What follows belongs to an exercise in optimizing a design on an open flow for small area; a production flow would make more cautious choices. RTL that was checked went through simulation tests only; none was proved equivalent to the original. The clock input has no modelled driver; a real chip could not lean on it and would need a root buffer or a full tree. Power and IR drop assume default switching activity.

==> flow/design.v (excerpt) <==
module top
(
    input        SYSCLK,
    input        RST_N,
    input        LEVER,
    output [6:0] SEG,
    output [2:0] AN
);
==> module top, before the edit <==
module top
(
    input        SYSCLK,
    input        RST_N,
    input        LEVER,
    output [6:0] SEG,
    output [2:0] AN
);
    reg  rst_n, rst_n_q1;
    always @(posedge SYSCLK or negedge RST_N)
        if (!RST_N) {rst_n, rst_n_q1} <= 2'b00;
        else        {rst_n, rst_n_q1} <= {rst_n_q1, 1'b1};
    reg  sig_q, sig_qq;
    reg  pulse;
    reg  busy;
    reg  [17:0] rng;
    wire [17:0] rng_inc = rng + 18'd1;
    reg  [12:0] v;           
    reg  [2:0]  sym2_q;      
    reg         blink;
    reg         prev_match;  
    reg  [2:0]  digit;
    wire [2:0] sym0, sym1, sym2_new;
    reel reel0 (.v_reel(v[5:0]),        .symbol(sym0));
    reel reel1 (.v_reel(v[11:6]),       .symbol(sym1));
    reel reel2 (.v_reel(rng[17:12]),    .symbol(sym2_new));
    wire win = (sym0 == sym1) && (sym0 == sym2_q) && (sym0 != 3'd0);
    wire low_eq  = (rng_inc[1:0] == v[1:0]);
    wire mid_eq  = (rng_inc[11:2] == v[11:2]);
    wire lock_end = low_eq & mid_eq & (rng_inc[12] == v[12]) & !pulse;
    wire blink_ev = low_eq & prev_match;
    wire edge_in = sig_q & !sig_qq;
    always @(posedge SYSCLK)
    begin
        sig_q  <= rst_n & LEVER;
        sig_qq <= sig_q;
        pulse  <= !busy & edge_in;
        if (!rst_n)
            busy <= 1'b0;
        else if (!busy)
            busy <= edge_in;
        else if (lock_end)
            busy <= 1'b0;
        if (!rst_n) rng <= 18'd0;
        else        rng <= rng_inc;
        if (rng_inc[1:0] == 2'd3)
            prev_match <= mid_eq;
        if (!rst_n)
        begin
            v      <= 13'd0;
            sym2_q <= 3'd0;
            blink  <= 1'b0;
        end
        else if (pulse)
        begin
            v      <= rng[12:0];
            sym2_q <= sym2_new;
            blink  <= 1'b0;
        end
        else if (!busy && win && blink_ev)
            blink <= !blink;
        case (rng[6:4])
            3'd1:    digit <= sym1;
            3'd2:    digit <= sym2_q;
            default: digit <= sym0;
        endcase
    end
    reg [6:0] seg;
    always @(*)
        case (digit)
            3'd0:    seg = 7'b1000000;
            3'd1:    seg = 7'b1111001;
            3'd2:    seg = 7'b0100100;
            3'd3:    seg = 7'b0110000;
            3'd4:    seg = 7'b0011001;
            3'd5:    seg = 7'b0010010;
            default: seg = 7'b0000010;
        endcase
    assign SEG = seg;
    assign AN  = blink           ? 3'b111 :
                 rng[6:4] == 3'd0 ? 3'b110 :
                 rng[6:4] == 3'd1 ? 3'b101 :
                 rng[6:4] == 3'd2 ? 3'b011 : 3'b111;
endmodule
Settings: LEC_CHECK=0, CAP_MARGIN=20, CORE_MARGIN=2, CORE_UTILIZATION=40, SLEW_MARGIN=20; clock period 10.0 ns.
run.sh (not shown) runs the stock make flow with config.mk's settings and CLKGATE_MAP_FILE= SYNTH_SCRIPT=/design/flow/synth_recipe.tcl, a recipe that flattens the netlist after the stock synthesis.
Rerun with:
--- a/flow/design.v
+++ b/flow/design.v
@@ -32,18 +32,20 @@
     reg  pulse;
     reg  busy;
     reg  [17:0] rng;
     wire [17:0] rng_inc = rng + 18'd1;
-    reg  [12:0] v;           
-    reg  [2:0]  sym2_q;      
+    reg  [17:0] v;
     reg         blink;
     reg         prev_match;  
     reg  [2:0]  digit;
-    wire [2:0] sym0, sym1, sym2_new;
-    reel reel0 (.v_reel(v[5:0]),        .symbol(sym0));
-    reel reel1 (.v_reel(v[11:6]),       .symbol(sym1));
-    reel reel2 (.v_reel(rng[17:12]),    .symbol(sym2_new));
-    wire win = (sym0 == sym1) && (sym0 == sym2_q) && (sym0 != 3'd0);
+    reg         eq01;        
+    reg         win;
+    wire [2:0] s = rng[6:4];
+    wire [5:0] sel = (s == 3'd1) ? v[11:6] :
+                     (s == 3'd2) ? v[17:12] : v[5:0];
+    wire [2:0] sym;
+    reel reel_dec (.v_reel(sel), .symbol(sym));
+    wire same = (digit == sym);
     wire low_eq  = (rng_inc[1:0] == v[1:0]);
     wire mid_eq  = (rng_inc[11:2] == v[11:2]);
     wire lock_end = low_eq & mid_eq & (rng_inc[12] == v[12]) & !pulse;
     wire blink_ev = low_eq & prev_match;
@@ -62,27 +64,21 @@
         if (!rst_n) rng <= 18'd0;
         else        rng <= rng_inc;
         if (rng_inc[1:0] == 2'd3)
             prev_match <= mid_eq;
-        if (!rst_n)
-        begin
-            v      <= 13'd0;
-            sym2_q <= 3'd0;
-            blink  <= 1'b0;
-        end
-        else if (pulse)
-        begin
-            v      <= rng[12:0];
-            sym2_q <= sym2_new;
-            blink  <= 1'b0;
-        end
+        if (pulse || !rst_n)
+            v <= rng;
+        if (pulse || !rst_n)
+            blink <= 1'b0;
         else if (!busy && win && blink_ev)
             blink <= !blink;
-        case (rng[6:4])
-            3'd1:    digit <= sym1;
-            3'd2:    digit <= sym2_q;
-            default: digit <= sym0;
-        endcase
+        digit <= sym;
+        if (rng[6:0] == 7'd16)
+            eq01 <= same;
+        if (!rst_n)
+            win <= 1'b0;
+        else if (rng[6:0] == 7'd32)
+            win <= eq01 & same & (sym != 3'd0);
     end
     reg [6:0] seg;
     always @(*)
         case (digit)
@@ -94,9 +90,9 @@
             3'd5:    seg = 7'b0010010;
             default: seg = 7'b0000010;
         endcase
     assign SEG = seg;
-    assign AN  = blink           ? 3'b111 :
+    assign AN  = blink            ? 3'b111 :
                  rng[6:4] == 3'd0 ? 3'b110 :
                  rng[6:4] == 3'd1 ? 3'b101 :
                  rng[6:4] == 3'd2 ? 3'b011 : 3'b111;
 endmodule
Outcome: The new run completed with no timing, DRC or antenna violations. Cell area went down by a little under a tenth. Clock skew decreases by 0.0068 ns. Clock-buffer cell count went up by 1. Critical path depth goes down by 1. Worst setup slack gets worse by 0.28 ns. Power goes up by a quarter to a third. Die area drops by roughly a tenth.
No functional check of the RTL was part of the second run of this note.

---

top, a different RTL version from the one above (not shown whole).
Size in the first run: roughly 220 cells after synthesis, about 13 I/O pins, ~2000 sq um of cells after synthesis.
==> module top, before the edit <==
module top
(
    input        SYSCLK,
    input        RST_N,
    input        LEVER,
    output [6:0] SEG,
    output [2:0] AN
);
    reg  rst_n, rst_n_q1;
    always @(posedge SYSCLK or negedge RST_N)
        if (!RST_N) {rst_n, rst_n_q1} <= 2'b00;
        else        {rst_n, rst_n_q1} <= {rst_n_q1, RST_N};   
    reg  sig_q, sig_qq;
    reg  pulse;
    reg  busy;
    reg  [17:0] rng;
    wire [17:0] rng_inc = rng + 18'd1;
    reg  [17:0] v;
    reg         blink;
    reg         prev_match;  
    reg  [2:0]  digit;
    reg         eq01;        
    reg         win;
    wire [2:0] s = rng[6:4];
    wire [5:0] sel = (s == 3'd1) ? v[11:6] :
                     (s == 3'd2) ? v[17:12] : v[5:0];
    wire [2:0] sym;
    reel reel_dec (.v_reel(sel), .symbol(sym));
    wire same = (digit == sym);
    wire low_eq  = (rng_inc[1:0] == v[1:0]);
    wire mid_eq  = (rng_inc[11:2] == v[11:2]);
    wire lock_end = low_eq & mid_eq & (rng_inc[12] == v[12]) & !pulse;
    wire blink_ev = low_eq & prev_match;
    wire edge_in = sig_q & !sig_qq;
    always @(posedge SYSCLK)
    begin
        sig_q  <= rst_n & LEVER;
        sig_qq <= sig_q;
        pulse  <= !busy & edge_in;
        if (!rst_n)
            busy <= 1'b0;
        else if (!busy)
            busy <= edge_in;
        else if (lock_end)
            busy <= 1'b0;
        if (!rst_n) rng <= 18'd0;
        else        rng <= rng_inc;
        if (rng_inc[1:0] == 2'd3)
            prev_match <= mid_eq;
        if (pulse || !rst_n)
            v <= rng;
        if (pulse || !rst_n)
            blink <= 1'b0;
        else if (!busy && win && blink_ev)
            blink <= !blink;
        digit <= sym;
        if (rng[6:0] == 7'd16)
            eq01 <= same;
        if (!rst_n)
            win <= 1'b0;
        else if (rng[6:0] == 7'd32)
            win <= eq01 & same & (sym != 3'd0);
    end
    reg [6:0] seg;
    always @(*)
        case (digit)                     
            3'd0:    seg = 7'b1000000;       
            3'd3:    seg = 7'b1111001;       
            3'd1:    seg = 7'b0100100;       
            3'd7:    seg = 7'b0110000;       
            3'd4:    seg = 7'b0011001;       
            3'd5:    seg = 7'b0010010;       
            3'd2:    seg = 7'b0000010;       
            default: seg = 7'b0000010;       
        endcase
    assign SEG = seg;
    assign AN  = blink            ? 3'b111 :
                 rng[6:4] == 3'd0 ? 3'b110 :
                 rng[6:4] == 3'd1 ? 3'b101 :
                 rng[6:4] == 3'd2 ? 3'b011 : 3'b111;
endmodule
export LEC_CHECK = 0
export CAP_MARGIN = 20
export CORE_MARGIN = 2
export CORE_UTILIZATION = 40
export SLEW_MARGIN = 20
create_clock -name core_clock -period 10.0 [get_ports {SYSCLK}]
standard.sh (not shown) runs the stock make flow with config.mk's settings and CLKGATE_MAP_FILE= SYNTH_SCRIPT=/design/flow/synth_recipe.tcl, a recipe that flattens the netlist after the stock synthesis.
==> flow/flow/run.sh <==
#!/bin/bash
# Own layout flow: the standard synthesis, then the combinational logic
# between the registers is mapped again by ABC for area (the registers, their
# names and cell types are left exactly as the standard synthesis made them),
# then the standard layout steps with single-drive port buffers and a
# one-level clock tree (post_cts.tcl).
set -euo pipefail
W=$PWD
R=$W/orfs/results/$FLOW_PLATFORM/top/base
LIB=$FLOW_HOME/platforms/$FLOW_PLATFORM/lib/sky130_fd_sc_hd__tt_025C_1v80.lib

# 1. standard synthesis
bash standard.sh synth > $W/std_synth.log 2>&1
cp $R/1_2_yosys.v $W/std_netlist.v

# 2. area re-mapping of the combinational logic, with a few ABC scripts in
#    parallel; the smallest netlist is kept
for S in abc_deep abc_deep_amap abc_nf; do
  sed -e "s#@LIB@#$LIB#g" -e "s#@ABC@#$W/flow/$S.abc#g" \
      -e "s#@IN@#$W/std_netlist.v#g" -e "s#@OUT@#$W/remapped_$S.v#g" \
      $W/flow/remap.ys > $W/remap_$S.ys
  yosys -q -s $W/remap_$S.ys -l $W/remap_$S.log > /dev/null &
done
wait
best=""; best_area=""
for S in abc_deep abc_deep_amap abc_nf; do
  a=$(awk '/Chip area for module/ {print $NF}' $W/remap_$S.log)
  echo "remap $S: $a"
  if [[ -z "$best" ]] || awk "BEGIN {exit !($a < $best_area)}"; then best=$S; best_area=$a; fi
done
echo "remap chosen: $best ($best_area)"
cp $W/remapped_$best.v $R/1_2_yosys.v
bash standard.sh do-1_synth > $W/remap_synth_odb.log 2>&1

# 3. the rest of the standard layout, with single-drive port buffers and,
#    after CTS, the clock tree replaced by a few leaf buffers (post_cts.tcl)
bash standard.sh "BUFFER_PORTS_ARGS=-buffer_cell sky130_fd_sc_hd__buf_1" \
    "CTS_ARGS=-sink_clustering_enable -repair_clock_nets -dont_use_dummy_load" \
    "POST_CTS_TCL=$W/flow/post_cts.tcl" \
    "CLK_LEAF_BUF=sky130_fd_sc_hd__clkbuf_8" "CLK_LEAF_COUNT=3" "CLK_LEAF_SLEW_PS=122" \
    finish > $W/layout.log 2>&1
Other scripts of this flow, unchanged in this note and not shown: flow/flow/abc_deep.abc, flow/flow/abc_deep_amap.abc, flow/flow/abc_nf.abc, flow/flow/post_cts.tcl, flow/flow/remap.ys
==> next run, changes <==
--- a/flow/design.v
+++ b/flow/design.v
@@ -36,10 +36,10 @@
     reg  [17:0] v;
     reg         blink;
     reg         prev_match;  
     reg  [2:0]  digit;
-    reg         eq01;        
-    reg         win;
+    reg         loaded;      
+    reg         win;         
     wire [2:0] s = rng[6:4];
     wire [5:0] sel = (s == 3'd1) ? v[11:6] :
                      (s == 3'd2) ? v[17:12] : v[5:0];
     wire [2:0] sym;
@@ -71,14 +71,17 @@
             blink <= 1'b0;
         else if (!busy && win && blink_ev)
             blink <= !blink;
         digit <= sym;
-        if (rng[6:0] == 7'd16)
-            eq01 <= same;
+        loaded <= pulse;
         if (!rst_n)
             win <= 1'b0;
+        else if (pulse || loaded)
+            win <= 1'b1;
+        else if (rng[6:0] == 7'd16)
+            win <= win & same;
         else if (rng[6:0] == 7'd32)
-            win <= eq01 & same & (sym != 3'd0);
+            win <= win & same & (sym != 3'd0);
     end
     reg [6:0] seg;
     always @(*)
         case (digit)                     
=> Total power decreases by 0.50%; die area is lower by 1.6%; setup slack improved by 290 ps; final area came out lower by 2.4%; via count decreases by 4.1%.
In every run of this note, the design's own scripts or RTL, not TritonCTS, make the clock network.

## separate check: timing with driven ports
The results above use ideal ports. As a check the final layouts listed here were re-extracted and re-timed, cells and wires unchanged.
Step 1, drivers: a clkbuf_16 drives SYSCLK and a buf_2 each remaining input, both assumed.
Step 2 also shifts input and output timing later by t, the mid clock arrival at the registers, as if the neighbouring blocks saw the same clock.
Slacks: ideal / step 1 / step 2; pairs: ideal / step 1.
run | t (ns) | slack for setup (ns) | hold WS [ns] | worst setup path at the end
the first run of note 1 | 0.320 | 6.191 / 6.165 / 6.484 | 0.358 / 0.358 / 0.358 | register to output
the second run of note 1 | 0.327 | 5.909 / 5.884 / 6.211 | 0.355 / 0.355 / 0.355 | register to output
the first run of note 2 | 0.202 | 5.772 / 5.772 / 5.772 | 0.361 / 0.361 / 0.361 | register to register
the second run of note 2 | 0.202 | 6.057 / 6.057 / 6.057 | 0.356 / 0.356 / 0.356 | register to register
After both steps every run listed still meets setup and hold.
